This is an optimization exercise on Yosys and OpenROAD, whose aim is small area, a short achievable clock period and few clock cycles per item, not a production implementation. Where RTL was checked, it was by simulation tests only, not by an equivalence proof against the original. For run 2, only the layout was checked, not whether the RTL still works.

==> flow/design.v (outline; a module is shown in full before it is edited, if it fits) <==
// module M1: 429 lines
module M1 (
  input logic Clock,
  input logic Resetn,
  input logic Start,
  output logic Stop,
  output logic[17:0]   SRAM_address,
  output logic[15:0]   SRAM_write_data,
  output logic         SRAM_we_n,
  input logic[15:0]    SRAM_read_data
);
  // ...
==> flow/flow/run.sh <==
#!/bin/bash
# Standard synthesis and layout, with faster port buffers (buf_4) and the
# extra ORFS settings listed in flow/make.env (one NAME=value per line).
# Logs go to this folder.
set -uo pipefail
here=$(pwd)
args=()
while IFS= read -r line; do [ -n "$line" ] && args+=("$line"); done < flow/make.env
bash standard.sh synth > "$here/synth.log" 2>&1 || exit 1
bash standard.sh finish "BUFFER_PORTS_ARGS=-buffer_cell sky130_fd_sc_hd__buf_4" \
  "${args[@]}" > "$here/layout.log" 2>&1 || exit 1
==> flow/flow/make.env <==
CTS_ARGS=-sink_clustering_enable -repair_clock_nets -sink_clustering_size 25 -sink_clustering_max_diameter 100 -branching_point_buffers_distance 2000 -distance_between_buffers 2000
==> flow/standard.sh <==
#!/bin/bash
# synth_recipe.tcl (not shown) runs the flow's synth.tcl, then flattens the netlist and writes it again
# the make line also repeats each setting of config.mk as NAME=value (left out here)
make -C /OpenROAD-flow-scripts/flow DESIGN_CONFIG=/design/flow/config.mk WORK_HOME=/design/flow/orfs CLKGATE_MAP_FILE= SYNTH_SCRIPT=/design/flow/synth_recipe.tcl "${@:-finish}"
==> flow/config.mk <==
export PLATFORM = sky130hd
export DESIGN_NAME = M1
export DESIGN_NICKNAME = M1
export VERILOG_FILES = /design/flow/design.v
export SDC_FILE = /design/flow/constraint.sdc
export NUM_CORES = 4
export LEC_CHECK = 0
export CAP_MARGIN = 20
export CORE_MARGIN = 2
export CORE_UTILIZATION = 40
export SLEW_MARGIN = 20
==> flow/constraint.sdc <==
create_clock -name core_clock -period 24.0 [get_ports {Clock}]
set_input_delay 4.8000 -clock core_clock [delete_from_list [all_inputs] [get_ports {Clock}]]
set_output_delay 4.8000 -clock core_clock [all_outputs]
set_load 0.01 [all_outputs]
==> results.py, run 1 <==
metrics = {
    "outcome": {
        "status": "no timing/DRC/antenna violations",
    },
    "clocking": {
        "cts_hold_buf": 0,
        "clock_latency_ns": 0.53,
        "cts_setup_buffers": 0,
        "htreeDepth": 1,
    },
    "worst_setup_path": {
        "r2r_cells": 19,
        "rrSetupSlack_ns": 18.59,
        "worst_ep_arrival_time_ns": 1.08,
        "required_ns": 19.20,
        "worstSetupStartpointType": "register",
        "path_delay_family": "flip-flops",
    },
    "layout": {
        "seq_area_um2": 8110,
        "final_nets": 2251,
        "final_common_cell": "inv_1",
        "final_util_pct": 43.5,
        "clock_area_share_pct": 2.36,
        "reg.largest.list": "cw (128), SRAM_address (18), wa (18)",
    },
    "min_path": {
        "hp-start": "cw[11][7]",
        "holdPathStages": 0,
    },
    "place": {
        "io_buffers": 54,
        "preCtsSetupSlack_ns": 18.53,
    },
    "routing": {
        "highest_layer": "met4",
        "vias": 12613,
    },
    "grt": {
        "track_usage_pct": 16.6,
    },
    "yosys": {
        "synth-edff-count": 170,
        "avgSynthCellArea_um2": 11.2,
    },
    "sta": {
        "setup_violations": 0,
        "fin_hold_ws_ns": 0.419,
    },
}
Testbench counts, summed over its fixed seeds: cycles 768,120, images 4.
==> module M1, before the edit <==
module M1 (
  input logic Clock,
  input logic Resetn,
  input logic Start,
  output logic Stop,
  output logic[17:0]   SRAM_address,
  output logic[15:0]   SRAM_write_data,
  output logic         SRAM_we_n,
  input logic[15:0]    SRAM_read_data
);
localparam logic [17:0] U_START   = 18'd38400;
localparam logic [17:0] V_START   = 18'd57600;
localparam logic [17:0] RGB_START = 18'd146944;
logic        act;
logic [9:0]  ph;       
logic [16:0] ya;       
logic [17:0] wa;       
logic [6:0]  col;      
logic        wen;
logic [7:0]  cw [0:15];
logic [15:0] yw;              
logic i_3, m0, m78, m79;
always_comb begin
  i_3 = ph[4] | ph[5];        
  m0  = (col == 7'd0);
  m78 = (col == 7'd78);
  m79 = (col == 7'd79);
end
logic [7:0] t [0:5];
logic [7:0] s0, s1, s2, s3, s4, s5;
always_comb begin
  for (int k = 0; k < 6; k++) t[k] = cw[2*k];
  s1 = (m0 & ~i_3) ? t[2] : t[1];
  s0 = m0 ? s1 : t[0];
  s2 = t[2];
  s3 = (m79 & i_3) ? t[2] : t[3];
  s4 = m79 ? s3 : t[4];
  s5 = m79 ? s3 : (m78 & i_3) ? t[4] : t[5];
end
logic [8:0] ia, ib, ic;       
function automatic logic [8:0] add8(input logic [7:0] x, input logic [7:0] y);
  logic c;
  c = 1'b0;
  for (int i = 0; i < 8; i++) begin
    add8[i] = x[i] ^ y[i] ^ c;
    c = (x[i] & y[i]) | (x[i] & c) | (y[i] & c);
  end
  add8[8] = c;
endfunction
always_ff @(posedge Clock) begin
  ia <= add8(s0, s5);
  ib <= add8(s1, s4);
  ic <= add8(s2, s3);
end
wire [16:0] isum;
wire [8:0]  ichr = isum[16:8];
wire ti_w1 = ia[7] ^ ia[5]; wire ti_w2 = ia[7] & ia[5];
wire ti_w3 = ia[8] ^ ia[6]; wire ti_w4 = ia[8] & ia[6];
wire ti_w5 = ia[4] ^ ia[2]; wire ti_w6 = ia[4] & ia[2];
wire ti_w7 = ia[5] ^ ia[3] ^ ia[1]; wire ti_w8 = (ia[5] & ia[3]) | (ia[1] & (ia[5] ^ ia[3]));
wire ti_w9 = ~ib[3] ^ ~ib[1] ^ ~ib[0]; wire ti_w10 = (~ib[3] & ~ib[1]) | (~ib[0] & (~ib[3] ^ ~ib[1]));
wire ti_w11 = ia[6] ^ ia[4] ^ ia[2]; wire ti_w12 = (ia[6] & ia[4]) | (ia[2] & (ia[6] ^ ia[4]));
wire ti_w13 = ~ib[4] ^ ~ib[2] ^ ~ib[1]; wire ti_w14 = (~ib[4] & ~ib[2]) | (~ib[1] & (~ib[4] ^ ~ib[2]));
wire ti_w15 = ia[3] ^ ~ib[5] ^ ~ib[3]; wire ti_w16 = (ia[3] & ~ib[5]) | (~ib[3] & (ia[3] ^ ~ib[5]));
wire ti_w17 = ~ib[2] ^ ~ic[7] ^ ic[2]; wire ti_w18 = (~ib[2] & ~ic[7]) | (ic[2] & (~ib[2] ^ ~ic[7]));
wire ti_w19 = ic[0] ^ ti_w1; wire ti_w20 = ic[0] & ti_w1;
wire ti_w21 = ia[4] ^ ~ib[6] ^ ~ib[4]; wire ti_w22 = (ia[4] & ~ib[6]) | (~ib[4] & (ia[4] ^ ~ib[6]));
wire ti_w23 = ~ib[3] ^ ~ic[8] ^ ic[3]; wire ti_w24 = (~ib[3] & ~ic[8]) | (ic[3] & (~ib[3] ^ ~ic[8]));
wire ti_w25 = ic[1] ^ ti_w2 ^ ti_w3; wire ti_w26 = (ic[1] & ti_w2) | (ti_w3 & (ic[1] ^ ti_w2));
wire ti_w27 = ia[7] ^ ia[5] ^ ~ib[7]; wire ti_w28 = (ia[7] & ia[5]) | (~ib[7] & (ia[7] ^ ia[5]));
wire ti_w29 = ~ib[5] ^ ~ib[4] ^ ic[4]; wire ti_w30 = (~ib[5] & ~ib[4]) | (ic[4] & (~ib[5] ^ ~ib[4]));
wire ti_w31 = ~(ic[2] ^ ti_w4); wire ti_w32 = (ic[2]) | (ti_w4);
wire ti_w33 = ia[8] ^ ia[6] ^ ~ib[8]; wire ti_w34 = (ia[8] & ia[6]) | (~ib[8] & (ia[8] ^ ia[6]));
wire ti_w35 = ~ib[6] ^ ~ib[5] ^ ic[5]; wire ti_w36 = (~ib[6] & ~ib[5]) | (ic[5] & (~ib[6] ^ ~ib[5]));
wire ti_w37 = ~(ic[3]); wire ti_w38 = ic[3];
wire ti_w39 = ia[7] ^ ~ib[7] ^ ~ib[6]; wire ti_w40 = (ia[7] & ~ib[7]) | (~ib[6] & (ia[7] ^ ~ib[7]));
wire ti_w41 = ia[8] ^ ~ib[8]; wire ti_w42 = ia[8] & ~ib[8];
wire ti_w43 = ia[2] ^ ia[0]; wire ti_w44 = ia[2] & ia[0];
wire ti_w45 = ia[3] ^ ia[1]; wire ti_w46 = ia[3] & ia[1];
wire ti_w47 = ia[0] ^ ~ib[2] ^ ~ib[0]; wire ti_w48 = (ia[0] & ~ib[2]) | (~ib[0] & (ia[0] ^ ~ib[2]));
wire ti_w49 = ~ic[4] ^ ti_w5; wire ti_w50 = ~ic[4] & ti_w5;
wire ti_w51 = ~ic[5] ^ ic[0] ^ ti_w6; wire ti_w52 = (~ic[5] & ic[0]) | (ti_w6 & (~ic[5] ^ ic[0]));
wire ti_w53 = ~(ti_w7 ^ ti_w9); wire ti_w54 = (ti_w7) | (ti_w9);
wire ti_w55 = ~ic[6] ^ ic[1] ^ ti_w8; wire ti_w56 = (~ic[6] & ic[1]) | (ti_w8 & (~ic[6] ^ ic[1]));
wire ti_w57 = ti_w10 ^ ti_w11 ^ ti_w13; wire ti_w58 = (ti_w10 & ti_w11) | (ti_w13 & (ti_w10 ^ ti_w11));
wire ti_w59 = ti_w12 ^ ti_w14 ^ ti_w15; wire ti_w60 = (ti_w12 & ti_w14) | (ti_w15 & (ti_w12 ^ ti_w14));
wire ti_w61 = ~(ti_w17 ^ ti_w19); wire ti_w62 = (ti_w17) | (ti_w19);
wire ti_w63 = ti_w16 ^ ti_w18 ^ ti_w20; wire ti_w64 = (ti_w16 & ti_w18) | (ti_w20 & (ti_w16 ^ ti_w18));
wire ti_w65 = ti_w21 ^ ti_w23 ^ ti_w25; wire ti_w66 = (ti_w21 & ti_w23) | (ti_w25 & (ti_w21 ^ ti_w23));
wire ti_w67 = ti_w22 ^ ti_w24 ^ ti_w26; wire ti_w68 = (ti_w22 & ti_w24) | (ti_w26 & (ti_w22 ^ ti_w24));
wire ti_w69 = ti_w27 ^ ti_w29 ^ ti_w31; wire ti_w70 = (ti_w27 & ti_w29) | (ti_w31 & (ti_w27 ^ ti_w29));
wire ti_w71 = ti_w28 ^ ti_w30 ^ ti_w32; wire ti_w72 = (ti_w28 & ti_w30) | (ti_w32 & (ti_w28 ^ ti_w30));
wire ti_w73 = ti_w33 ^ ti_w35 ^ ti_w37; wire ti_w74 = (ti_w33 & ti_w35) | (ti_w37 & (ti_w33 ^ ti_w35));
wire ti_w75 = ic[6] ^ ic[4] ^ ti_w34; wire ti_w76 = (ic[6] & ic[4]) | (ti_w34 & (ic[6] ^ ic[4]));
wire ti_w77 = ti_w36 ^ ti_w38 ^ ti_w39; wire ti_w78 = (ti_w36 & ti_w38) | (ti_w39 & (ti_w36 ^ ti_w38));
wire ti_w79 = ~ib[7] ^ ic[7] ^ ic[5]; wire ti_w80 = (~ib[7] & ic[7]) | (ic[5] & (~ib[7] ^ ic[7]));
wire ti_w81 = ~(ti_w40 ^ ti_w41); wire ti_w82 = (ti_w40) | (ti_w41);
wire ti_w83 = ~ib[8] ^ ic[8] ^ ic[6]; wire ti_w84 = (~ib[8] & ic[8]) | (ic[6] & (~ib[8] ^ ic[8]));
wire ti_w85 = ~ib[0] ^ ~ic[2]; wire ti_w86 = ~ib[0] & ~ic[2];
wire ti_w87 = ~ib[1] ^ ~ic[3] ^ ti_w44; wire ti_w88 = (~ib[1] & ~ic[3]) | (ti_w44 & (~ib[1] ^ ~ic[3]));
wire ti_w89 = ti_w46 ^ ti_w47 ^ ti_w49; wire ti_w90 = (ti_w46 & ti_w47) | (ti_w49 & (ti_w46 ^ ti_w47));
wire ti_w91 = ti_w48 ^ ti_w50 ^ ti_w51; wire ti_w92 = (ti_w48 & ti_w50) | (ti_w51 & (ti_w48 ^ ti_w50));
wire ti_w93 = ti_w52 ^ ti_w54 ^ ti_w55; wire ti_w94 = (ti_w52 & ti_w54) | (ti_w55 & (ti_w52 ^ ti_w54));
wire ti_w95 = ti_w56 ^ ti_w58 ^ ti_w59; wire ti_w96 = (ti_w56 & ti_w58) | (ti_w59 & (ti_w56 ^ ti_w58));
wire ti_w97 = ti_w60 ^ ti_w62 ^ ti_w63; wire ti_w98 = (ti_w60 & ti_w62) | (ti_w63 & (ti_w60 ^ ti_w62));
wire ti_w99 = ti_w64 ^ ti_w66 ^ ti_w67; wire ti_w100 = (ti_w64 & ti_w66) | (ti_w67 & (ti_w64 ^ ti_w66));
wire ti_w101 = ti_w68 ^ ti_w70 ^ ti_w71; wire ti_w102 = (ti_w68 & ti_w70) | (ti_w71 & (ti_w68 ^ ti_w70));
wire ti_w103 = ti_w72 ^ ti_w74 ^ ti_w75; wire ti_w104 = (ti_w72 & ti_w74) | (ti_w75 & (ti_w72 ^ ti_w74));
wire ti_w105 = ti_w76 ^ ti_w78 ^ ti_w79; wire ti_w106 = (ti_w76 & ti_w78) | (ti_w79 & (ti_w76 ^ ti_w78));
wire ti_w107 = ti_w42 ^ ti_w80 ^ ti_w82; wire ti_w108 = (ti_w42 & ti_w80) | (ti_w82 & (ti_w42 ^ ti_w80));
wire ti_w109 = ia[0] ^ ~ic[0]; wire ti_w110 = ia[0] & ~ic[0];
wire ti_w111 = ia[1] ^ ~ic[1]; wire ti_w112 = ia[1] & ~ic[1];
wire ti_w113 = ~(ti_w43 ^ ti_w85); wire ti_w114 = (ti_w43) | (ti_w85);
wire ti_w115 = ti_w45 ^ ti_w86 ^ ti_w87; wire ti_w116 = (ti_w45 & ti_w86) | (ti_w87 & (ti_w45 ^ ti_w86));
wire ti_w117 = ~(ti_w88 ^ ti_w89); wire ti_w118 = (ti_w88) | (ti_w89);
wire ti_w119 = ti_w53 ^ ti_w90 ^ ti_w91; wire ti_w120 = (ti_w53 & ti_w90) | (ti_w91 & (ti_w53 ^ ti_w90));
wire ti_w121 = ti_w57 ^ ti_w92 ^ ti_w93; wire ti_w122 = (ti_w57 & ti_w92) | (ti_w93 & (ti_w57 ^ ti_w92));
wire ti_w123 = ti_w61 ^ ti_w94 ^ ti_w95; wire ti_w124 = (ti_w61 & ti_w94) | (ti_w95 & (ti_w61 ^ ti_w94));
wire ti_w125 = ti_w65 ^ ti_w96 ^ ti_w97; wire ti_w126 = (ti_w65 & ti_w96) | (ti_w97 & (ti_w65 ^ ti_w96));
wire ti_w127 = ti_w69 ^ ti_w98 ^ ti_w99; wire ti_w128 = (ti_w69 & ti_w98) | (ti_w99 & (ti_w69 ^ ti_w98));
wire ti_w129 = ti_w73 ^ ti_w100 ^ ti_w101; wire ti_w130 = (ti_w73 & ti_w100) | (ti_w101 & (ti_w73 ^ ti_w100));
wire ti_w131 = ti_w77 ^ ti_w102 ^ ti_w103; wire ti_w132 = (ti_w77 & ti_w102) | (ti_w103 & (ti_w77 ^ ti_w102));
wire ti_w133 = ti_w81 ^ ti_w104 ^ ti_w105; wire ti_w134 = (ti_w81 & ti_w104) | (ti_w105 & (ti_w81 ^ ti_w104));
wire ti_w135 = ti_w83 ^ ti_w106 ^ ti_w107; wire ti_w136 = (ti_w83 & ti_w106) | (ti_w107 & (ti_w83 ^ ti_w106));
wire ti_w137 = ic[7] ^ ti_w84 ^ ti_w108; wire ti_w138 = (ic[7] & ti_w84) | (ti_w108 & (ic[7] ^ ti_w84));
wire [16:0] ti_ra = {1'b0, ic[8], ti_w136, ti_w134, ti_w132, ti_w130, ti_w128, ti_w126, ti_w124, ti_w122, ti_w120, ti_w118, ti_w116, ti_w114, ti_w112, ti_w110, 1'b1};
wire [16:0] ti_rb = {1'b0, ti_w138, ti_w137, ti_w135, ti_w133, ti_w131, ti_w129, ti_w127, ti_w125, ti_w123, ti_w121, ti_w119, ti_w117, ti_w115, ti_w113, ti_w111, ti_w109};
assign isum = ti_ra + ti_rb;
logic [7:0] ey;
logic [8:0] eu, ev, ex;       
logic       mb;               
logic [8:0] u_even, v_even;
always_comb begin
  u_even = {cw[4][7], ~cw[4][7], cw[4][6:0]};
  v_even = {cw[5][7], ~cw[5][7], cw[5][6:0]};
end
always_ff @(posedge Clock) begin
  ey <= ({8{ph[0]}} & SRAM_read_data[15:8])
      | ({8{ph[1] | ph[4] | ph[5]}} & yw[15:8])
      | ({8{ph[2] | ph[3] | ph[6] | ph[7]}} & yw[7:0]);
  if (ph[0] | ph[4]) eu <= u_even;
  else if (ph[1] | ph[5]) eu <= ichr;
  if (ph[0] | ph[4]) ev <= v_even;
  else if (ph[2] | ph[6]) ev <= ichr;
  if (ph[0] | ph[4]) ex <= v_even;
  else if (ph[2] | ph[6]) ex <= ichr;
  else ex <= eu;
  mb <= ph[1] | ph[3] | ph[5] | ph[7];
end
wire [26:0] sX, sG;
wire tx_w1 = ~ey[6] ^ ex[8]; wire tx_w2 = ~ey[6] & ex[8];
wire tx_w3 = ~ey[7] ^ ey[0]; wire tx_w4 = ~ey[7] & ey[0];
wire tx_w5 = ey[2] ^ ey[0]; wire tx_w6 = ey[2] & ey[0];
wire tx_w7 = ey[3] ^ ey[1]; wire tx_w8 = ey[3] & ey[1];
wire tx_w9 = ey[4] ^ ey[2]; wire tx_w10 = ey[4] & ey[2];
wire tx_w11 = ey[5] ^ ey[3] ^ ey[1]; wire tx_w12 = (ey[5] & ey[3]) | (ey[1] & (ey[5] ^ ey[3]));
wire tx_w13 = ey[6] ^ ey[4] ^ ey[2]; wire tx_w14 = (ey[6] & ey[4]) | (ey[2] & (ey[6] ^ ey[4]));
wire tx_w15 = ex[8] ^ (mb ? ex[5] : ex[4]); wire tx_w16 = ex[8] & (mb ? ex[5] : ex[4]);
wire tx_w17 = ey[7] ^ ey[5] ^ ey[3]; wire tx_w18 = (ey[7] & ey[5]) | (ey[3] & (ey[7] ^ ey[5]));
wire tx_w19 = ey[0] ^ (mb ? ex[6] : ex[5]) ^ (~mb & ex[0]); wire tx_w20 = (ey[0] & (mb ? ex[6] : ex[5])) | ((~mb & ex[0]) & (ey[0] ^ (mb ? ex[6] : ex[5])));
wire tx_w21 = ey[6] ^ ey[4] ^ ey[1]; wire tx_w22 = (ey[6] & ey[4]) | (ey[1] & (ey[6] ^ ey[4]));
wire tx_w23 = (mb ? ex[7] : ex[6]) ^ (mb ? ex[0] : ex[1]); wire tx_w24 = (mb ? ex[7] : ex[6]) & (mb ? ex[0] : ex[1]);
wire tx_w25 = ey[7] ^ ey[5] ^ ey[2]; wire tx_w26 = (ey[7] & ey[5]) | (ey[2] & (ey[7] ^ ey[5]));
wire tx_w27 = ~mb ^ (mb ? ex[8] : ex[7]) ^ (mb ? ex[1] : ex[2]); wire tx_w28 = (~mb & (mb ? ex[8] : ex[7])) | ((mb ? ex[1] : ex[2]) & (~mb ^ (mb ? ex[8] : ex[7])));
wire tx_w29 = ey[6] ^ ey[3] ^ mb; wire tx_w30 = (ey[6] & ey[3]) | (mb & (ey[6] ^ ey[3]));
wire tx_w31 = (~mb & ex[8]) ^ (mb ? ex[2] : ex[3]); wire tx_w32 = (~mb & ex[8]) & (mb ? ex[2] : ex[3]);
wire tx_w33 = ey[7] ^ ey[4] ^ ~mb; wire tx_w34 = (ey[7] & ey[4]) | (~mb & (ey[7] ^ ey[4]));
wire tx_w35 = ~ey[2] ^ ex[4]; wire tx_w36 = ~ey[2] & ex[4];
wire tx_w37 = ~ey[3] ^ ex[5] ^ ex[4]; wire tx_w38 = (~ey[3] & ex[5]) | (ex[4] & (~ey[3] ^ ex[5]));
wire tx_w39 = ~ey[4] ^ ex[6] ^ ex[5]; wire tx_w40 = (~ey[4] & ex[6]) | (ex[5] & (~ey[4] ^ ex[6]));
wire tx_w41 = ex[2] ^ (mb & ex[3]); wire tx_w42 = ex[2] & (mb & ex[3]);
wire tx_w43 = ~ey[5] ^ ex[7] ^ ex[6]; wire tx_w44 = (~ey[5] & ex[7]) | (ex[6] & (~ey[5] ^ ex[7]));
wire tx_w45 = ex[3] ^ ex[0] ^ (mb & ex[4]); wire tx_w46 = (ex[3] & ex[0]) | ((mb & ex[4]) & (ex[3] ^ ex[0]));
wire tx_w47 = ex[7] ^ ex[4] ^ ex[1]; wire tx_w48 = (ex[7] & ex[4]) | (ex[1] & (ex[7] ^ ex[4]));
wire tx_w49 = ~((mb & ex[5]) ^ tx_w1); wire tx_w50 = ((mb & ex[5])) | (tx_w1);
wire tx_w51 = ex[8] ^ ex[5] ^ ex[2]; wire tx_w52 = (ex[8] & ex[5]) | (ex[2] & (ex[8] ^ ex[5]));
wire tx_w53 = (mb & ex[6]) ^ tx_w2 ^ tx_w3; wire tx_w54 = ((mb & ex[6]) & tx_w2) | (tx_w3 & ((mb & ex[6]) ^ tx_w2));
wire tx_w55 = ey[1] ^ ex[6] ^ ex[3]; wire tx_w56 = (ey[1] & ex[6]) | (ex[3] & (ey[1] ^ ex[6]));
wire tx_w57 = (mb & ex[0]) ^ (mb & ex[7]) ^ tx_w4; wire tx_w58 = ((mb & ex[0]) & (mb & ex[7])) | (tx_w4 & ((mb & ex[0]) ^ (mb & ex[7])));
wire tx_w59 = ex[7] ^ ex[4] ^ ~mb; wire tx_w60 = (ex[7] & ex[4]) | (~mb & (ex[7] ^ ex[4]));
wire tx_w61 = (mb ? ex[1] : ex[0]) ^ (mb & ex[8]) ^ tx_w5; wire tx_w62 = ((mb ? ex[1] : ex[0]) & (mb & ex[8])) | (tx_w5 & ((mb ? ex[1] : ex[0]) ^ (mb & ex[8])));
wire tx_w63 = ex[8] ^ ex[5] ^ (mb ? ex[2] : ex[1]); wire tx_w64 = (ex[8] & ex[5]) | ((mb ? ex[2] : ex[1]) & (ex[8] ^ ex[5]));
wire tx_w65 = (~mb & ex[0]) ^ tx_w6 ^ tx_w7; wire tx_w66 = ((~mb & ex[0]) & tx_w6) | (tx_w7 & ((~mb & ex[0]) ^ tx_w6));
wire tx_w67 = ey[0] ^ ex[6] ^ (mb ? ex[3] : ex[2]); wire tx_w68 = (ey[0] & ex[6]) | ((mb ? ex[3] : ex[2]) & (ey[0] ^ ex[6]));
wire tx_w69 = (~mb & ex[1]) ^ tx_w8 ^ tx_w9; wire tx_w70 = ((~mb & ex[1]) & tx_w8) | (tx_w9 & ((~mb & ex[1]) ^ tx_w8));
wire tx_w71 = ex[7] ^ (mb ? ex[4] : ex[3]) ^ (~mb & ex[2]); wire tx_w72 = (ex[7] & (mb ? ex[4] : ex[3])) | ((~mb & ex[2]) & (ex[7] ^ (mb ? ex[4] : ex[3])));
wire tx_w73 = ~(tx_w10 ^ tx_w11); wire tx_w74 = (tx_w10) | (tx_w11);
wire tx_w75 = (~mb & ex[3]) ^ (~mb & ex[0]) ^ tx_w12; wire tx_w76 = ((~mb & ex[3]) & (~mb & ex[0])) | (tx_w12 & ((~mb & ex[3]) ^ (~mb & ex[0])));
wire tx_w77 = ~(tx_w13 ^ tx_w15); wire tx_w78 = (tx_w13) | (tx_w15);
wire tx_w79 = (~mb & ex[4]) ^ (~mb & ex[1]) ^ tx_w14; wire tx_w80 = ((~mb & ex[4]) & (~mb & ex[1])) | (tx_w14 & ((~mb & ex[4]) ^ (~mb & ex[1])));
wire tx_w81 = tx_w16 ^ tx_w17 ^ tx_w19; wire tx_w82 = (tx_w16 & tx_w17) | (tx_w19 & (tx_w16 ^ tx_w17));
wire tx_w83 = (~mb & ex[5]) ^ (~mb & ex[2]) ^ tx_w18; wire tx_w84 = ((~mb & ex[5]) & (~mb & ex[2])) | (tx_w18 & ((~mb & ex[5]) ^ (~mb & ex[2])));
wire tx_w85 = tx_w20 ^ tx_w21 ^ tx_w23; wire tx_w86 = (tx_w20 & tx_w21) | (tx_w23 & (tx_w20 ^ tx_w21));
wire tx_w87 = (~mb & ex[6]) ^ (~mb & ex[3]) ^ tx_w22; wire tx_w88 = ((~mb & ex[6]) & (~mb & ex[3])) | (tx_w22 & ((~mb & ex[6]) ^ (~mb & ex[3])));
wire tx_w89 = tx_w24 ^ tx_w25 ^ tx_w27; wire tx_w90 = (tx_w24 & tx_w25) | (tx_w27 & (tx_w24 ^ tx_w25));
wire tx_w91 = (~mb & ex[7]) ^ (~mb & ex[4]) ^ tx_w26; wire tx_w92 = ((~mb & ex[7]) & (~mb & ex[4])) | (tx_w26 & ((~mb & ex[7]) ^ (~mb & ex[4])));
wire tx_w93 = tx_w28 ^ tx_w29 ^ tx_w31; wire tx_w94 = (tx_w28 & tx_w29) | (tx_w31 & (tx_w28 ^ tx_w29));
wire tx_w95 = (mb ? ex[3] : ex[4]) ^ (~mb & ex[8]) ^ (~mb & ex[5]); wire tx_w96 = ((mb ? ex[3] : ex[4]) & (~mb & ex[8])) | ((~mb & ex[5]) & ((mb ? ex[3] : ex[4]) ^ (~mb & ex[8])));
wire tx_w97 = tx_w30 ^ tx_w32 ^ tx_w33; wire tx_w98 = (tx_w30 & tx_w32) | (tx_w33 & (tx_w30 ^ tx_w32));
wire tx_w99 = ey[5] ^ mb ^ (mb ? ex[4] : ex[5]); wire tx_w100 = (ey[5] & mb) | ((mb ? ex[4] : ex[5]) & (ey[5] ^ mb));
wire tx_w101 = (~mb & ex[6]) ^ tx_w34; wire tx_w102 = (~mb & ex[6]) & tx_w34;
wire tx_w103 = ey[6] ^ (mb ? ex[5] : ex[6]) ^ (~mb & ex[7]); wire tx_w104 = (ey[6] & (mb ? ex[5] : ex[6])) | ((~mb & ex[7]) & (ey[6] ^ (mb ? ex[5] : ex[6])));
wire tx_w105 = ey[7] ^ mb; wire tx_w106 = ey[7] & mb;
wire tx_w107 = ~ey[0] ^ ex[2]; wire tx_w108 = ~ey[0] & ex[2];
wire tx_w109 = ~ey[1] ^ ex[3] ^ ex[2]; wire tx_w110 = (~ey[1] & ex[3]) | (ex[2] & (~ey[1] ^ ex[3]));
wire tx_w111 = ex[3] ^ ex[0] ^ (mb & ex[1]); wire tx_w112 = (ex[3] & ex[0]) | ((mb & ex[1]) & (ex[3] ^ ex[0]));
wire tx_w113 = ex[1] ^ (mb & ex[2]) ^ tx_w36; wire tx_w114 = (ex[1] & (mb & ex[2])) | (tx_w36 & (ex[1] ^ (mb & ex[2])));
wire tx_w115 = tx_w38 ^ tx_w39 ^ tx_w41; wire tx_w116 = (tx_w38 & tx_w39) | (tx_w41 & (tx_w38 ^ tx_w39));
wire tx_w117 = tx_w40 ^ tx_w42 ^ tx_w43; wire tx_w118 = (tx_w40 & tx_w42) | (tx_w43 & (tx_w40 ^ tx_w42));
wire tx_w119 = tx_w44 ^ tx_w46 ^ tx_w47; wire tx_w120 = (tx_w44 & tx_w46) | (tx_w47 & (tx_w44 ^ tx_w46));
wire tx_w121 = tx_w48 ^ tx_w50 ^ tx_w51; wire tx_w122 = (tx_w48 & tx_w50) | (tx_w51 & (tx_w48 ^ tx_w50));
wire tx_w123 = tx_w52 ^ tx_w54 ^ tx_w55; wire tx_w124 = (tx_w52 & tx_w54) | (tx_w55 & (tx_w52 ^ tx_w54));
wire tx_w125 = tx_w56 ^ tx_w58 ^ tx_w59; wire tx_w126 = (tx_w56 & tx_w58) | (tx_w59 & (tx_w56 ^ tx_w58));
wire tx_w127 = tx_w60 ^ tx_w62 ^ tx_w63; wire tx_w128 = (tx_w60 & tx_w62) | (tx_w63 & (tx_w60 ^ tx_w62));
wire tx_w129 = tx_w64 ^ tx_w66 ^ tx_w67; wire tx_w130 = (tx_w64 & tx_w66) | (tx_w67 & (tx_w64 ^ tx_w66));
wire tx_w131 = tx_w68 ^ tx_w70 ^ tx_w71; wire tx_w132 = (tx_w68 & tx_w70) | (tx_w71 & (tx_w68 ^ tx_w70));
wire tx_w133 = tx_w72 ^ tx_w74 ^ tx_w75; wire tx_w134 = (tx_w72 & tx_w74) | (tx_w75 & (tx_w72 ^ tx_w74));
wire tx_w135 = tx_w76 ^ tx_w78 ^ tx_w79; wire tx_w136 = (tx_w76 & tx_w78) | (tx_w79 & (tx_w76 ^ tx_w78));
wire tx_w137 = tx_w80 ^ tx_w82 ^ tx_w83; wire tx_w138 = (tx_w80 & tx_w82) | (tx_w83 & (tx_w80 ^ tx_w82));
wire tx_w139 = tx_w84 ^ tx_w86 ^ tx_w87; wire tx_w140 = (tx_w84 & tx_w86) | (tx_w87 & (tx_w84 ^ tx_w86));
wire tx_w141 = tx_w88 ^ tx_w90 ^ tx_w91; wire tx_w142 = (tx_w88 & tx_w90) | (tx_w91 & (tx_w88 ^ tx_w90));
wire tx_w143 = tx_w92 ^ tx_w94 ^ tx_w95; wire tx_w144 = (tx_w92 & tx_w94) | (tx_w95 & (tx_w92 ^ tx_w94));
wire tx_w145 = tx_w96 ^ tx_w98 ^ tx_w99; wire tx_w146 = (tx_w96 & tx_w98) | (tx_w99 & (tx_w96 ^ tx_w98));
wire tx_w147 = tx_w100 ^ tx_w102 ^ tx_w103; wire tx_w148 = (tx_w100 & tx_w102) | (tx_w103 & (tx_w100 ^ tx_w102));
wire tx_w149 = (mb ? ex[6] : ex[7]) ^ (~mb & ex[8]) ^ tx_w104; wire tx_w150 = ((mb ? ex[6] : ex[7]) & (~mb & ex[8])) | (tx_w104 & ((mb ? ex[6] : ex[7]) ^ (~mb & ex[8])));
wire tx_w151 = mb ^ (mb ? ex[7] : ex[8]); wire tx_w152 = mb & (mb ? ex[7] : ex[8]);
wire tx_w153 = ex[1] ^ tx_w107; wire tx_w154 = ex[1] & tx_w107;
wire tx_w155 = (mb & ex[0]) ^ tx_w108 ^ tx_w109; wire tx_w156 = ((mb & ex[0]) & tx_w108) | (tx_w109 & ((mb & ex[0]) ^ tx_w108));
wire tx_w157 = tx_w35 ^ tx_w110 ^ tx_w111; wire tx_w158 = (tx_w35 & tx_w110) | (tx_w111 & (tx_w35 ^ tx_w110));
wire tx_w159 = tx_w37 ^ tx_w112 ^ tx_w113; wire tx_w160 = (tx_w37 & tx_w112) | (tx_w113 & (tx_w37 ^ tx_w112));
wire tx_w161 = ~(tx_w114 ^ tx_w115); wire tx_w162 = (tx_w114) | (tx_w115);
wire tx_w163 = tx_w45 ^ tx_w116 ^ tx_w117; wire tx_w164 = (tx_w45 & tx_w116) | (tx_w117 & (tx_w45 ^ tx_w116));
wire tx_w165 = tx_w49 ^ tx_w118 ^ tx_w119; wire tx_w166 = (tx_w49 & tx_w118) | (tx_w119 & (tx_w49 ^ tx_w118));
wire tx_w167 = tx_w53 ^ tx_w120 ^ tx_w121; wire tx_w168 = (tx_w53 & tx_w120) | (tx_w121 & (tx_w53 ^ tx_w120));
wire tx_w169 = tx_w57 ^ tx_w122 ^ tx_w123; wire tx_w170 = (tx_w57 & tx_w122) | (tx_w123 & (tx_w57 ^ tx_w122));
wire tx_w171 = tx_w61 ^ tx_w124 ^ tx_w125; wire tx_w172 = (tx_w61 & tx_w124) | (tx_w125 & (tx_w61 ^ tx_w124));
wire tx_w173 = tx_w65 ^ tx_w126 ^ tx_w127; wire tx_w174 = (tx_w65 & tx_w126) | (tx_w127 & (tx_w65 ^ tx_w126));
wire tx_w175 = tx_w69 ^ tx_w128 ^ tx_w129; wire tx_w176 = (tx_w69 & tx_w128) | (tx_w129 & (tx_w69 ^ tx_w128));
wire tx_w177 = tx_w73 ^ tx_w130 ^ tx_w131; wire tx_w178 = (tx_w73 & tx_w130) | (tx_w131 & (tx_w73 ^ tx_w130));
wire tx_w179 = tx_w77 ^ tx_w132 ^ tx_w133; wire tx_w180 = (tx_w77 & tx_w132) | (tx_w133 & (tx_w77 ^ tx_w132));
wire tx_w181 = tx_w81 ^ tx_w134 ^ tx_w135; wire tx_w182 = (tx_w81 & tx_w134) | (tx_w135 & (tx_w81 ^ tx_w134));
wire tx_w183 = tx_w85 ^ tx_w136 ^ tx_w137; wire tx_w184 = (tx_w85 & tx_w136) | (tx_w137 & (tx_w85 ^ tx_w136));
wire tx_w185 = tx_w89 ^ tx_w138 ^ tx_w139; wire tx_w186 = (tx_w89 & tx_w138) | (tx_w139 & (tx_w89 ^ tx_w138));
wire tx_w187 = tx_w93 ^ tx_w140 ^ tx_w141; wire tx_w188 = (tx_w93 & tx_w140) | (tx_w141 & (tx_w93 ^ tx_w140));
wire tx_w189 = tx_w97 ^ tx_w142 ^ tx_w143; wire tx_w190 = (tx_w97 & tx_w142) | (tx_w143 & (tx_w97 ^ tx_w142));
wire tx_w191 = tx_w101 ^ tx_w144 ^ tx_w145; wire tx_w192 = (tx_w101 & tx_w144) | (tx_w145 & (tx_w101 ^ tx_w144));
wire tx_w193 = ~(tx_w146 ^ tx_w147); wire tx_w194 = (tx_w146) | (tx_w147);
wire tx_w195 = tx_w105 ^ tx_w148 ^ tx_w149; wire tx_w196 = (tx_w105 & tx_w148) | (tx_w149 & (tx_w105 ^ tx_w148));
wire tx_w197 = tx_w106 ^ tx_w150 ^ tx_w151; wire tx_w198 = (tx_w106 & tx_w150) | (tx_w151 & (tx_w106 ^ tx_w150));
wire tx_w199 = ~mb ^ (mb & ex[8]) ^ tx_w152; wire tx_w200 = (~mb & (mb & ex[8])) | (tx_w152 & (~mb ^ (mb & ex[8])));
wire [26:0] tx_ra = {1'b1, tx_w198, tx_w196, tx_w194, tx_w192, tx_w190, tx_w188, tx_w186, tx_w184, tx_w182, tx_w180, tx_w178, tx_w176, tx_w174, tx_w172, tx_w170, tx_w168, tx_w166, tx_w164, tx_w162, tx_w160, tx_w158, tx_w156, tx_w154, 1'b1, ex[1], ex[0]};
wire [26:0] tx_rb = {tx_w200, tx_w199, tx_w197, tx_w195, tx_w193, tx_w191, tx_w189, tx_w187, tx_w185, tx_w183, tx_w181, tx_w179, tx_w177, tx_w175, tx_w173, tx_w171, tx_w169, tx_w167, tx_w165, tx_w163, tx_w161, tx_w159, tx_w157, tx_w155, tx_w153, ex[0], 1'b0};
assign sX = tx_ra + tx_rb;
wire tg_w1 = ey[7] ^ ey[5]; wire tg_w2 = ey[7] & ey[5];
wire tg_w3 = ey[6] ^ ey[4] ^ ey[1]; wire tg_w4 = (ey[6] & ey[4]) | (ey[1] & (ey[6] ^ ey[4]));
wire tg_w5 = ey[7] ^ ey[5]; wire tg_w6 = ey[7] & ey[5];
wire tg_w7 = ey[3] ^ ey[1]; wire tg_w8 = ey[3] & ey[1];
wire tg_w9 = ey[4] ^ ey[2] ^ ey[0]; wire tg_w10 = (ey[4] & ey[2]) | (ey[0] & (ey[4] ^ ey[2]));
wire tg_w11 = ey[5] ^ ey[3] ^ ey[1]; wire tg_w12 = (ey[5] & ey[3]) | (ey[1] & (ey[5] ^ ey[3]));
wire tg_w13 = ~eu[4] ^ ~eu[1] ^ ~eu[0]; wire tg_w14 = (~eu[4] & ~eu[1]) | (~eu[0] & (~eu[4] ^ ~eu[1]));
wire tg_w15 = ey[6] ^ ey[4] ^ ey[2]; wire tg_w16 = (ey[6] & ey[4]) | (ey[2] & (ey[6] ^ ey[4]));
wire tg_w17 = ~eu[5] ^ ~eu[2] ^ ~eu[1]; wire tg_w18 = (~eu[5] & ~eu[2]) | (~eu[1] & (~eu[5] ^ ~eu[2]));
wire tg_w19 = ~ev[3] ^ ~ev[1]; wire tg_w20 = ~ev[3] & ~ev[1];
wire tg_w21 = ey[3] ^ ey[0] ^ ~eu[6]; wire tg_w22 = (ey[3] & ey[0]) | (~eu[6] & (ey[3] ^ ey[0]));
wire tg_w23 = ~eu[3] ^ ~eu[2] ^ ~ev[4]; wire tg_w24 = (~eu[3] & ~eu[2]) | (~ev[4] & (~eu[3] ^ ~eu[2]));
wire tg_w25 = ~ev[2] ^ ~ev[1] ^ tg_w1; wire tg_w26 = (~ev[2] & ~ev[1]) | (tg_w1 & (~ev[2] ^ ~ev[1]));
wire tg_w27 = ~eu[7] ^ ~eu[4] ^ ~eu[3]; wire tg_w28 = (~eu[7] & ~eu[4]) | (~eu[3] & (~eu[7] ^ ~eu[4]));
wire tg_w29 = ~ev[5] ^ ~ev[3] ^ ~ev[2]; wire tg_w30 = (~ev[5] & ~ev[3]) | (~ev[2] & (~ev[5] ^ ~ev[3]));
wire tg_w31 = ~(tg_w2 ^ tg_w3); wire tg_w32 = (tg_w2) | (tg_w3);
wire tg_w33 = ey[2] ^ ~eu[8] ^ ~eu[5]; wire tg_w34 = (ey[2] & ~eu[8]) | (~eu[5] & (ey[2] ^ ~eu[8]));
wire tg_w35 = ~eu[4] ^ ~ev[6] ^ ~ev[4]; wire tg_w36 = (~eu[4] & ~ev[6]) | (~ev[4] & (~eu[4] ^ ~ev[6]));
wire tg_w37 = ~ev[3] ^ tg_w4 ^ tg_w5; wire tg_w38 = (~ev[3] & tg_w4) | (tg_w5 & (~ev[3] ^ tg_w4));
wire tg_w39 = ey[6] ^ ey[3] ^ ~eu[6]; wire tg_w40 = (ey[6] & ey[3]) | (~eu[6] & (ey[6] ^ ey[3]));
wire tg_w41 = ~eu[5] ^ ~ev[7] ^ ~ev[5]; wire tg_w42 = (~eu[5] & ~ev[7]) | (~ev[5] & (~eu[5] ^ ~ev[7]));
wire tg_w43 = ~(~ev[4] ^ tg_w6); wire tg_w44 = (~ev[4]) | (tg_w6);
wire tg_w45 = ey[7] ^ ey[4] ^ ~eu[7]; wire tg_w46 = (ey[7] & ey[4]) | (~eu[7] & (ey[7] ^ ey[4]));
wire tg_w47 = ~eu[6] ^ ~ev[8] ^ ~ev[6]; wire tg_w48 = (~eu[6] & ~ev[8]) | (~ev[6] & (~eu[6] ^ ~ev[8]));
wire tg_w49 = ~(~ev[5]); wire tg_w50 = ~ev[5];
wire tg_w51 = ey[5] ^ ~eu[8] ^ ~eu[7]; wire tg_w52 = (ey[5] & ~eu[8]) | (~eu[7] & (ey[5] ^ ~eu[8]));
wire tg_w53 = ~ev[7] ^ ~ev[6]; wire tg_w54 = ~ev[7] & ~ev[6];
wire tg_w55 = ~ey[2] ^ ~eu[1]; wire tg_w56 = ~ey[2] & ~eu[1];
wire tg_w57 = ~ey[3] ^ ~eu[2] ^ ~eu[1]; wire tg_w58 = (~ey[3] & ~eu[2]) | (~eu[1] & (~ey[3] ^ ~eu[2]));
wire tg_w59 = ~ev[5] ^ ~ev[0]; wire tg_w60 = ~ev[5] & ~ev[0];
wire tg_w61 = ~ey[4] ^ ~eu[3] ^ ~eu[2]; wire tg_w62 = (~ey[4] & ~eu[3]) | (~eu[2] & (~ey[4] ^ ~eu[3]));
wire tg_w63 = ~(~ev[6] ^ ~ev[1]); wire tg_w64 = (~ev[6]) | (~ev[1]);
wire tg_w65 = ~ey[5] ^ ~eu[4] ^ ~eu[3]; wire tg_w66 = (~ey[5] & ~eu[4]) | (~eu[3] & (~ey[5] ^ ~eu[4]));
wire tg_w67 = ~ev[7] ^ ~ev[2]; wire tg_w68 = ~ev[7] & ~ev[2];
wire tg_w69 = ~ey[6] ^ ~eu[5] ^ ~eu[4]; wire tg_w70 = (~ey[6] & ~eu[5]) | (~eu[4] & (~ey[6] ^ ~eu[5]));
wire tg_w71 = ~(~ev[8] ^ ~ev[3]); wire tg_w72 = (~ev[8]) | (~ev[3]);
wire tg_w73 = ~ey[7] ^ ey[0] ^ ~eu[6]; wire tg_w74 = (~ey[7] & ey[0]) | (~eu[6] & (~ey[7] ^ ey[0]));
wire tg_w75 = ~(~eu[5] ^ ~ev[4]); wire tg_w76 = (~eu[5]) | (~ev[4]);
wire tg_w77 = ey[1] ^ ~eu[7] ^ ~eu[6]; wire tg_w78 = (ey[1] & ~eu[7]) | (~eu[6] & (ey[1] ^ ~eu[7]));
wire tg_w79 = ~(~eu[0] ^ ~ev[5]); wire tg_w80 = (~eu[0]) | (~ev[5]);
wire tg_w81 = ey[2] ^ ey[0] ^ ~eu[8]; wire tg_w82 = (ey[2] & ey[0]) | (~eu[8] & (ey[2] ^ ey[0]));
wire tg_w83 = ~eu[7] ^ ~eu[1] ^ ~ev[6]; wire tg_w84 = (~eu[7] & ~eu[1]) | (~ev[6] & (~eu[7] ^ ~eu[1]));
wire tg_w85 = ~eu[8] ^ ~eu[2] ^ ~ev[7]; wire tg_w86 = (~eu[8] & ~eu[2]) | (~ev[7] & (~eu[8] ^ ~eu[2]));
wire tg_w87 = ~(~ev[0] ^ tg_w7); wire tg_w88 = (~ev[0]) | (tg_w7);
wire tg_w89 = ~eu[3] ^ ~eu[0] ^ ~ev[8]; wire tg_w90 = (~eu[3] & ~eu[0]) | (~ev[8] & (~eu[3] ^ ~eu[0]));
wire tg_w91 = ~ev[1] ^ tg_w8 ^ tg_w9; wire tg_w92 = (~ev[1] & tg_w8) | (tg_w9 & (~ev[1] ^ tg_w8));
wire tg_w93 = ~ev[2] ^ ~ev[0] ^ tg_w10; wire tg_w94 = (~ev[2] & ~ev[0]) | (tg_w10 & (~ev[2] ^ ~ev[0]));
wire tg_w95 = ~(tg_w11 ^ tg_w13); wire tg_w96 = (tg_w11) | (tg_w13);
wire tg_w97 = ~ev[0] ^ tg_w12 ^ tg_w14; wire tg_w98 = (~ev[0] & tg_w12) | (tg_w14 & (~ev[0] ^ tg_w12));
wire tg_w99 = tg_w15 ^ tg_w17 ^ tg_w19; wire tg_w100 = (tg_w15 & tg_w17) | (tg_w19 & (tg_w15 ^ tg_w17));
wire tg_w101 = tg_w16 ^ tg_w18 ^ tg_w20; wire tg_w102 = (tg_w16 & tg_w18) | (tg_w20 & (tg_w16 ^ tg_w18));
wire tg_w103 = tg_w21 ^ tg_w23 ^ tg_w25; wire tg_w104 = (tg_w21 & tg_w23) | (tg_w25 & (tg_w21 ^ tg_w23));
wire tg_w105 = tg_w22 ^ tg_w24 ^ tg_w26; wire tg_w106 = (tg_w22 & tg_w24) | (tg_w26 & (tg_w22 ^ tg_w24));
wire tg_w107 = tg_w27 ^ tg_w29 ^ tg_w31; wire tg_w108 = (tg_w27 & tg_w29) | (tg_w31 & (tg_w27 ^ tg_w29));
wire tg_w109 = tg_w28 ^ tg_w30 ^ tg_w32; wire tg_w110 = (tg_w28 & tg_w30) | (tg_w32 & (tg_w28 ^ tg_w30));
wire tg_w111 = tg_w33 ^ tg_w35 ^ tg_w37; wire tg_w112 = (tg_w33 & tg_w35) | (tg_w37 & (tg_w33 ^ tg_w35));
wire tg_w113 = tg_w34 ^ tg_w36 ^ tg_w38; wire tg_w114 = (tg_w34 & tg_w36) | (tg_w38 & (tg_w34 ^ tg_w36));
wire tg_w115 = tg_w39 ^ tg_w41 ^ tg_w43; wire tg_w116 = (tg_w39 & tg_w41) | (tg_w43 & (tg_w39 ^ tg_w41));
wire tg_w117 = tg_w40 ^ tg_w42 ^ tg_w44; wire tg_w118 = (tg_w40 & tg_w42) | (tg_w44 & (tg_w40 ^ tg_w42));
wire tg_w119 = tg_w45 ^ tg_w47 ^ tg_w49; wire tg_w120 = (tg_w45 & tg_w47) | (tg_w49 & (tg_w45 ^ tg_w47));
wire tg_w121 = tg_w46 ^ tg_w48 ^ tg_w50; wire tg_w122 = (tg_w46 & tg_w48) | (tg_w50 & (tg_w46 ^ tg_w48));
wire tg_w123 = ~(tg_w51 ^ tg_w53); wire tg_w124 = (tg_w51) | (tg_w53);
wire tg_w125 = ey[6] ^ ~eu[8] ^ ~ev[8]; wire tg_w126 = (ey[6] & ~eu[8]) | (~ev[8] & (ey[6] ^ ~eu[8]));
wire tg_w127 = ~ev[7] ^ tg_w52 ^ tg_w54; wire tg_w128 = (~ev[7] & tg_w52) | (tg_w54 & (~ev[7] ^ tg_w52));
wire tg_w129 = ey[7] ^ ~ev[8]; wire tg_w130 = ey[7] & ~ev[8];
wire tg_w131 = ~ey[1] ^ ~eu[0]; wire tg_w132 = ~ey[1] & ~eu[0];
wire tg_w133 = ~eu[0] ^ ~ev[4] ^ tg_w55; wire tg_w134 = (~eu[0] & ~ev[4]) | (tg_w55 & (~eu[0] ^ ~ev[4]));
wire tg_w135 = tg_w56 ^ tg_w57 ^ tg_w59; wire tg_w136 = (tg_w56 & tg_w57) | (tg_w59 & (tg_w56 ^ tg_w57));
wire tg_w137 = tg_w58 ^ tg_w60 ^ tg_w61; wire tg_w138 = (tg_w58 & tg_w60) | (tg_w61 & (tg_w58 ^ tg_w60));
wire tg_w139 = tg_w62 ^ tg_w64 ^ tg_w65; wire tg_w140 = (tg_w62 & tg_w64) | (tg_w65 & (tg_w62 ^ tg_w64));
wire tg_w141 = tg_w66 ^ tg_w68 ^ tg_w69; wire tg_w142 = (tg_w66 & tg_w68) | (tg_w69 & (tg_w66 ^ tg_w68));
wire tg_w143 = tg_w70 ^ tg_w72 ^ tg_w73; wire tg_w144 = (tg_w70 & tg_w72) | (tg_w73 & (tg_w70 ^ tg_w72));
wire tg_w145 = tg_w74 ^ tg_w76 ^ tg_w77; wire tg_w146 = (tg_w74 & tg_w76) | (tg_w77 & (tg_w74 ^ tg_w76));
wire tg_w147 = tg_w78 ^ tg_w80 ^ tg_w81; wire tg_w148 = (tg_w78 & tg_w80) | (tg_w81 & (tg_w78 ^ tg_w80));
wire tg_w149 = tg_w82 ^ tg_w84 ^ tg_w85; wire tg_w150 = (tg_w82 & tg_w84) | (tg_w85 & (tg_w82 ^ tg_w84));
wire tg_w151 = tg_w86 ^ tg_w88 ^ tg_w89; wire tg_w152 = (tg_w86 & tg_w88) | (tg_w89 & (tg_w86 ^ tg_w88));
wire tg_w153 = tg_w90 ^ tg_w92 ^ tg_w93; wire tg_w154 = (tg_w90 & tg_w92) | (tg_w93 & (tg_w90 ^ tg_w92));
wire tg_w155 = tg_w94 ^ tg_w96 ^ tg_w97; wire tg_w156 = (tg_w94 & tg_w96) | (tg_w97 & (tg_w94 ^ tg_w96));
wire tg_w157 = tg_w98 ^ tg_w100 ^ tg_w101; wire tg_w158 = (tg_w98 & tg_w100) | (tg_w101 & (tg_w98 ^ tg_w100));
wire tg_w159 = tg_w102 ^ tg_w104 ^ tg_w105; wire tg_w160 = (tg_w102 & tg_w104) | (tg_w105 & (tg_w102 ^ tg_w104));
wire tg_w161 = tg_w106 ^ tg_w108 ^ tg_w109; wire tg_w162 = (tg_w106 & tg_w108) | (tg_w109 & (tg_w106 ^ tg_w108));
wire tg_w163 = tg_w110 ^ tg_w112 ^ tg_w113; wire tg_w164 = (tg_w110 & tg_w112) | (tg_w113 & (tg_w110 ^ tg_w112));
wire tg_w165 = tg_w114 ^ tg_w116 ^ tg_w117; wire tg_w166 = (tg_w114 & tg_w116) | (tg_w117 & (tg_w114 ^ tg_w116));
wire tg_w167 = tg_w118 ^ tg_w120 ^ tg_w121; wire tg_w168 = (tg_w118 & tg_w120) | (tg_w121 & (tg_w118 ^ tg_w120));
wire tg_w169 = tg_w122 ^ tg_w124 ^ tg_w125; wire tg_w170 = (tg_w122 & tg_w124) | (tg_w125 & (tg_w122 ^ tg_w124));
wire tg_w171 = tg_w126 ^ tg_w128 ^ tg_w129; wire tg_w172 = (tg_w126 & tg_w128) | (tg_w129 & (tg_w126 ^ tg_w128));
wire tg_w173 = ~ey[0] ^ ~ev[2]; wire tg_w174 = ~ey[0] & ~ev[2];
wire tg_w175 = ~(~ev[3] ^ tg_w131); wire tg_w176 = (~ev[3]) | (tg_w131);
wire tg_w177 = ~(tg_w132 ^ tg_w133); wire tg_w178 = (tg_w132) | (tg_w133);
wire tg_w179 = ~(tg_w134 ^ tg_w135); wire tg_w180 = (tg_w134) | (tg_w135);
wire tg_w181 = tg_w63 ^ tg_w136 ^ tg_w137; wire tg_w182 = (tg_w63 & tg_w136) | (tg_w137 & (tg_w63 ^ tg_w136));
wire tg_w183 = tg_w67 ^ tg_w138 ^ tg_w139; wire tg_w184 = (tg_w67 & tg_w138) | (tg_w139 & (tg_w67 ^ tg_w138));
wire tg_w185 = tg_w71 ^ tg_w140 ^ tg_w141; wire tg_w186 = (tg_w71 & tg_w140) | (tg_w141 & (tg_w71 ^ tg_w140));
wire tg_w187 = tg_w75 ^ tg_w142 ^ tg_w143; wire tg_w188 = (tg_w75 & tg_w142) | (tg_w143 & (tg_w75 ^ tg_w142));
wire tg_w189 = tg_w79 ^ tg_w144 ^ tg_w145; wire tg_w190 = (tg_w79 & tg_w144) | (tg_w145 & (tg_w79 ^ tg_w144));
wire tg_w191 = tg_w83 ^ tg_w146 ^ tg_w147; wire tg_w192 = (tg_w83 & tg_w146) | (tg_w147 & (tg_w83 ^ tg_w146));
wire tg_w193 = tg_w87 ^ tg_w148 ^ tg_w149; wire tg_w194 = (tg_w87 & tg_w148) | (tg_w149 & (tg_w87 ^ tg_w148));
wire tg_w195 = tg_w91 ^ tg_w150 ^ tg_w151; wire tg_w196 = (tg_w91 & tg_w150) | (tg_w151 & (tg_w91 ^ tg_w150));
wire tg_w197 = tg_w95 ^ tg_w152 ^ tg_w153; wire tg_w198 = (tg_w95 & tg_w152) | (tg_w153 & (tg_w95 ^ tg_w152));
wire tg_w199 = tg_w99 ^ tg_w154 ^ tg_w155; wire tg_w200 = (tg_w99 & tg_w154) | (tg_w155 & (tg_w99 ^ tg_w154));
wire tg_w201 = tg_w103 ^ tg_w156 ^ tg_w157; wire tg_w202 = (tg_w103 & tg_w156) | (tg_w157 & (tg_w103 ^ tg_w156));
wire tg_w203 = tg_w107 ^ tg_w158 ^ tg_w159; wire tg_w204 = (tg_w107 & tg_w158) | (tg_w159 & (tg_w107 ^ tg_w158));
wire tg_w205 = tg_w111 ^ tg_w160 ^ tg_w161; wire tg_w206 = (tg_w111 & tg_w160) | (tg_w161 & (tg_w111 ^ tg_w160));
wire tg_w207 = tg_w115 ^ tg_w162 ^ tg_w163; wire tg_w208 = (tg_w115 & tg_w162) | (tg_w163 & (tg_w115 ^ tg_w162));
wire tg_w209 = tg_w119 ^ tg_w164 ^ tg_w165; wire tg_w210 = (tg_w119 & tg_w164) | (tg_w165 & (tg_w119 ^ tg_w164));
wire tg_w211 = tg_w123 ^ tg_w166 ^ tg_w167; wire tg_w212 = (tg_w123 & tg_w166) | (tg_w167 & (tg_w123 ^ tg_w166));
wire tg_w213 = tg_w127 ^ tg_w168 ^ tg_w169; wire tg_w214 = (tg_w127 & tg_w168) | (tg_w169 & (tg_w127 ^ tg_w168));
wire tg_w215 = ~(tg_w170 ^ tg_w171); wire tg_w216 = (tg_w170) | (tg_w171);
wire tg_w217 = tg_w130 ^ tg_w172; wire tg_w218 = tg_w130 & tg_w172;
wire [26:0] tg_ra = {1'b1, 1'b1, tg_w216, tg_w214, tg_w212, tg_w210, tg_w208, tg_w206, tg_w204, tg_w202, tg_w200, tg_w198, tg_w196, tg_w194, tg_w192, tg_w190, tg_w188, tg_w186, tg_w184, tg_w182, tg_w180, tg_w178, tg_w176, tg_w174, 1'b1, ~ev[1], ~ev[0]};
wire [26:0] tg_rb = {1'b0, tg_w218, tg_w217, tg_w215, tg_w213, tg_w211, tg_w209, tg_w207, tg_w205, tg_w203, tg_w201, tg_w199, tg_w197, tg_w195, tg_w193, tg_w191, tg_w189, tg_w187, tg_w185, tg_w183, tg_w181, tg_w179, tg_w177, tg_w175, tg_w173, 1'b0, 1'b1};
assign sG = tg_ra + tg_rb;
logic [10:0] qx, qg;          
logic [7:0] cx, cg;
function automatic logic [7:0] clip(input logic [10:0] x);
  if (x[10]) clip = 8'd0;
  else if (x[9:8] != 2'b00) clip = 8'd255;
  else clip = x[7:0];
endfunction
always_comb begin
  cx = clip(qx);
  cg = clip(qg);
end
logic wr_next;     
always_comb wr_next = wen & (ph[2] | ph[4] | ph[5] | ph[6] | ph[8] | ph[9]);
logic we;          
assign SRAM_we_n = ~we;
always_ff @(posedge Clock or negedge Resetn) begin
  if (~Resetn) begin
    act <= 1'b0;
    Stop <= 1'b0;
    we <= 1'b0;
  end else begin
    we <= 1'b0;
    if (!act) begin
      if (Start && !Stop) act <= 1'b1;
    end else if (wr_next) begin
      we <= 1'b1;
      if (wa == 18'h3FFFF) begin
        Stop <= 1'b1;
        act <= 1'b0;
      end
    end
  end
end
always_ff @(posedge Clock) begin
  if (!act) begin
    ph <= 10'b00_0000_0100;
    ya <= -17'sd4;
    wa <= RGB_START;
    col <= 7'd77;
    wen <= 1'b0;
    SRAM_address <= U_START;
  end else begin
    ph <= {ph[8:0], ph[9]};
    if (ph[1]) SRAM_address <= U_START + 18'd2 + {{2{ya[16]}}, ya[16:1]};
    if (ph[3]) SRAM_address <= V_START + 18'd2 + {{2{ya[16]}}, ya[16:1]};
    if (ph[0] | ph[7]) begin SRAM_address <= {2'd0, ya[15:0]}; ya <= ya + 17'd1; end
    if (wr_next) begin SRAM_address <= wa; wa <= wa + 18'd1; end
    if (ph[1] && ya == 17'd2) wen <= 1'b1;
    if (ph[6]) col <= (col == 7'd79) ? 7'd0 : col + 7'd1;
  end
end
always_ff @(posedge Clock) begin
  if (ph[0] | ph[3]) yw <= SRAM_read_data;
  if (ph[0] | ph[1] | ph[4] | ph[6]) begin
    for (int k = 0; k < 15; k++) cw[k] <= cw[k+1];
    cw[13] <= (ph[4] | ph[6]) ? SRAM_read_data[15:8] : cw[14];
    cw[15] <= SRAM_read_data[7:0];
  end
  qx <= sX[26:16];
  qg <= sG[26:16];
  if (!(ph[4] | ph[8])) SRAM_write_data[15:8] <= (ph[5] | ph[9]) ? cg : cx;
  SRAM_write_data[7:0] <= (ph[2] | ph[6]) ? cg : cx;
end
endmodule
==> run 2, diff against run 1 <==
--- a/flow/design.v
+++ b/flow/design.v
@@ -365,33 +365,32 @@
 wire [26:0] tg_ra = {1'b1, 1'b1, tg_w216, tg_w214, tg_w212, tg_w210, tg_w208, tg_w206, tg_w204, tg_w202, tg_w200, tg_w198, tg_w196, tg_w194, tg_w192, tg_w190, tg_w188, tg_w186, tg_w184, tg_w182, tg_w180, tg_w178, tg_w176, tg_w174, 1'b1, ~ev[1], ~ev[0]};
 wire [26:0] tg_rb = {1'b0, tg_w218, tg_w217, tg_w215, tg_w213, tg_w211, tg_w209, tg_w207, tg_w205, tg_w203, tg_w201, tg_w199, tg_w197, tg_w195, tg_w193, tg_w191, tg_w189, tg_w187, tg_w185, tg_w183, tg_w181, tg_w179, tg_w177, tg_w175, tg_w173, 1'b0, 1'b1};
 assign sG = tg_ra + tg_rb;
-logic [10:0] qx, qg;          
-logic [7:0] cx, cg;
+logic [7:0] cx, cg;           
 function automatic logic [7:0] clip(input logic [10:0] x);
   if (x[10]) clip = 8'd0;
   else if (x[9:8] != 2'b00) clip = 8'd255;
   else clip = x[7:0];
 endfunction
-always_comb begin
-  cx = clip(qx);
-  cg = clip(qg);
-end
 logic wr_next;     
 always_comb wr_next = wen & (ph[2] | ph[4] | ph[5] | ph[6] | ph[8] | ph[9]);
 logic we;          
 assign SRAM_we_n = ~we;
+logic fin;         
 always_ff @(posedge Clock or negedge Resetn) begin
   if (~Resetn) begin
     act <= 1'b0;
+    fin <= 1'b0;
     Stop <= 1'b0;
     we <= 1'b0;
   end else begin
     we <= 1'b0;
+    Stop <= fin;
     if (!act) begin
-      if (Start && !Stop) act <= 1'b1;
+      if (Start && !fin) act <= 1'b1;
     end else if (wr_next) begin
       we <= 1'b1;
       if (wa == 18'h3FFFF) begin
+        fin <= 1'b1;
         Stop <= 1'b1;
         act <= 1'b0;
       end
@@ -423,8 +422,8 @@
     cw[13] <= (ph[4] | ph[6]) ? SRAM_read_data[15:8] : cw[14];
     cw[15] <= SRAM_read_data[7:0];
   end
-  qx <= sX[26:16];
-  qg <= sG[26:16];
+  cx <= clip(sX[26:16]);
+  cg <= clip(sG[26:16]);
   if (!(ph[4] | ph[8])) SRAM_write_data[15:8] <= (ph[5] | ph[9]) ? cg : cx;
   SRAM_write_data[7:0] <= (ph[2] | ph[6]) ? cg : cx;
 end
==> flow/flow/make.env (replaced) <==
CTS_CLUSTER_SIZE=25
CTS_CLUSTER_DIAMETER=100
==> results.py, run 2 <==
metrics = {
    "outcome": {
        "status": "no timing/DRC/antenna violations",
    },
    "clocking": {
        "clock_latency_ns": 0.52,
        "cts_hold_buf": 0,
        "clock_path_buffers": 3,
        "cts.repair.resized": 0,
        "htreeDepth": 1,
        "tritoncts": "yes",
        "clk_pin_slew_ns": 0.10,
        "cts_setup_buffers": 0,
        "cts_root_buf": "clkbuf_16",
        "numClockSinks": 313,
        "numCtsBuffers": 17,
    },
    "floorplanning": {
        "dieArea_um2": 53000,
        "num_rows": 82,
        "initial_utilization_pct": 40.7,
        "ioPinCount": 55,
        "fp.dieH_um": 230,
        "die_w_um": 230,
        "core-area_um2": 50400,
    },
    "worst_setup_path": {
        "reg2reg_from": "mb",
        "worstSetupEndpointType": "primary output",
        "required_ns": 19.20,
        "worst_ep_arrival_time_ns": 1.08,
        "max_stage_delay_ns": 0.40,
        "r2r_cells": 17,
        "path_delay_family": "flip-flops",
        "rr_endpoint": "cx[3]",
        "path_cells": "buf_4",
        "worstSetupStartpointType": "register",
        "cp_max_fo": 3,
        "rrSetupSlack_ns": 18.35,
        "crit_type": "register to primary output",
        "crit_path_top_delay_cell": "dfrtp_1",
        "cp.buffers_inverters": 1,
    },
    "routing": {
        "ant_nets": 0,
        "drc": 0,
        "highest_layer": "met4",
        "vias_per_cell": 5.01,
        "wl_met3_mm": 1.86,
        "drt_pre_antenna_iters": 5,
        "drt-initial-drc-count": 825,
        "wl_met2_mm": 21.0,
        "wl_mm": 44.0,
        "wl_met1_mm": 20.2,
        "vias": 12718,
        "wl_per_cell_um": 17.3,
    },
    "yosys": {
        "synth-edff-count": 170,
        "synthTopCellsByCount": "inv_1, fa_1, edfxtp_1",
        "syn-cell-area_um2": 20500,
        "ys_seq_area_share_pct": 39.0,
        "yosys.area.top_type": "edfxtp_1",
        "avgSynthCellArea_um2": 11.2,
        "synth-async-reset-ratio_pct": 0.958,
        "synth_seq_cells": 313,
        "synthDistinctLibCells": 70,
        "synth.most_common_cell": "inv_1",
        "netlist_top_cells_area": "edfxtp_1, fa_1, dfxtp_1",
        "synthCells": 1824,
        "syn-num-nets": 2212,
        "yosysWarnings": 3,
        "synthFlopType": "edfxtp_1",
        "netlist.area_leader.share_pct": 24.9,
    },
    "grt": {
        "track_usage_pct": 17.3,
        "grt_first_pass_wirelength_mm": 73.1,
        "grt_overflow": 0,
        "grt_pass1_vias": 13728,
        "grt_max_degree": 76,
        "antenna_found_initial": 0,
    },
    "place": {
        "hpwlAfterDp_mm": 34.9,
        "io_buffers": 54,
        "preCtsSetupSlack_ns": 18.26,
        "place_congestion": 0.918,
        "post-place-cells": 2511,
    },
    "sta": {
        "tightest_slew_ns": 1.05,
        "fin_skew_ns": 0.0152,
        "relSlewSlack_pct": 30.0,
        "final.period_utilization_pct": 24.5,
        "rsz0062_at_grt": "no",
        "setup_violations": 0,
        "finalSetupTns_ns": 0,
        "hold_violations": 0,
        "min_period_ns": 5.88,
        "maxSlewViolCount": 0,
        "max_freq_mhz": 170,
        "finalWorstSetupSlack_ns": 18.12,
    },
    "layout": {
        "final_common_cell": "inv_1",
        "drive_above_1_share_pct": 7.70,
        "multiInputGateArea_um2": 11000,
        "diodes": 0,
        "final_util_pct": 43.9,
        "regMostFlops": "cw",
        "final_cell_mix": "inv_1, fa_1, edfxtp_1",
        "final_nets": 2246,
        "largest_register_ffs": 128,
        "fin_cells": 2541,
        "reg.largest.list": "cw (128), SRAM_address (18), wa (18)",
        "syn_to_final_growth_pct": 7.99,
        "fillers": 4669,
        "seq_area_um2": 7980,
    },
    "min_path": {
        "worst_hold_path.endpoint": "cw[10][4]",
        "holdCritPathClass": "register to register",
        "holdPathStages": 0,
        "hp-start": "cw[11][4]",
    },
    "job": {
        "drv_cap": 0,
    },
}
==> run 2: cell count changes after synthesis, sizes merged, moves of 8 or more <==
cell and delta:
and4 +9, a211oi -13, mux2 +14, o21bai -8, o21ai -28, a21o +12
nor2 -21
==> run 2: cell type report <==
type                            instances  share of cell area, %
Timing Repair Buffer                   62                   2.10
Tap cell                              672                   3.80
Inverter                              357                   6.06
Sequential cell                       313                   36.1
Clock inverter                          4                  0.221
Multi-Input combinational cell       1107                   49.7
Clock buffer                           26                   2.08
==> run 2: per-stage QoR <==
| step | area, µm² | hold slack [ns] |
|---|---|---|
| after floorplan | 20500 | 0.400 |
| after global placement | 21600 | 0.400 |
| after detailed placement | 21600 | 0.405 |
| after CTS | 22100 | 0.414 |
| after global routing | 22100 | 0.427 |
| final | 22100 | 0.406 |
==> run 2: metal layers <==
metal,GRT usage [%],vias to the layer above
met5,0,-
met3,1.91,53
met2,29.2,261
li1,-,6088
met4,4.19,0
met1,23.8,6316
==> run 2: worst max-delay path by stage <==
stage / start / end / slack [ns] / cells after the start
after floorplan: SRAM_read_data[8] / cw[13][0] / 18.71 / 1
after detailed placement: SRAM_read_data[8] / ey[0] / 18.26 / 3
after global routing: mb / cx[2] / 17.83 / 17
after global placement: SRAM_read_data[8] / ey[0] / 18.26 / 3
final: Stop / Stop / 18.12 / 1
after CTS: Stop / Stop / 18.09 / 1
==> run 2: kinds of logic (layout without fill, tap and decap cells) <==
| logic type | after synthesis | in the layout | synth area share (%) |
|---|---|---|---|
| XOR/XNOR | 58 | 58 | 2.48 |
| AO/OA/AOI/OAI | 258 | 258 | 8.60 |
| multiplexers | 50 | 50 | 2.68 |
| adder cells (fa/ha/maj) | 369 | 369 | 31.0 |
| flip-flops | 313 | 313 | 39.0 |
| AND/OR/NAND/NOR | 372 | 372 | 8.79 |
| buffers and inverters | 404 | 449 | 7.48 |

[re-timing with driven ports]
The results above use ideal ports. As a check the final layouts listed here were re-extracted and re-timed, cells and wires unchanged.
Step 1, drivers: a clkbuf_16 drives Clock and a buf_2 each remaining input, both assumed.
Step 2 also shifts input and output timing later by t, the mid clock arrival at the registers, as if the neighbouring blocks saw the same clock.
Three values: no drivers, after step 1, after step 2; two values: the first two.
run | t (ns) | slack for setup (ns) | worst setup path after step 2 | worst register clock-pin slew, ns
run 1 | 0.574 | 18.117 / 18.067 / 18.513 | input to register | 0.10 / 0.10
run 2 | 0.567 | 18.119 / 18.071 / 18.233 | input to register | 0.10 / 0.10
After both steps setup and hold are still met in every run listed.
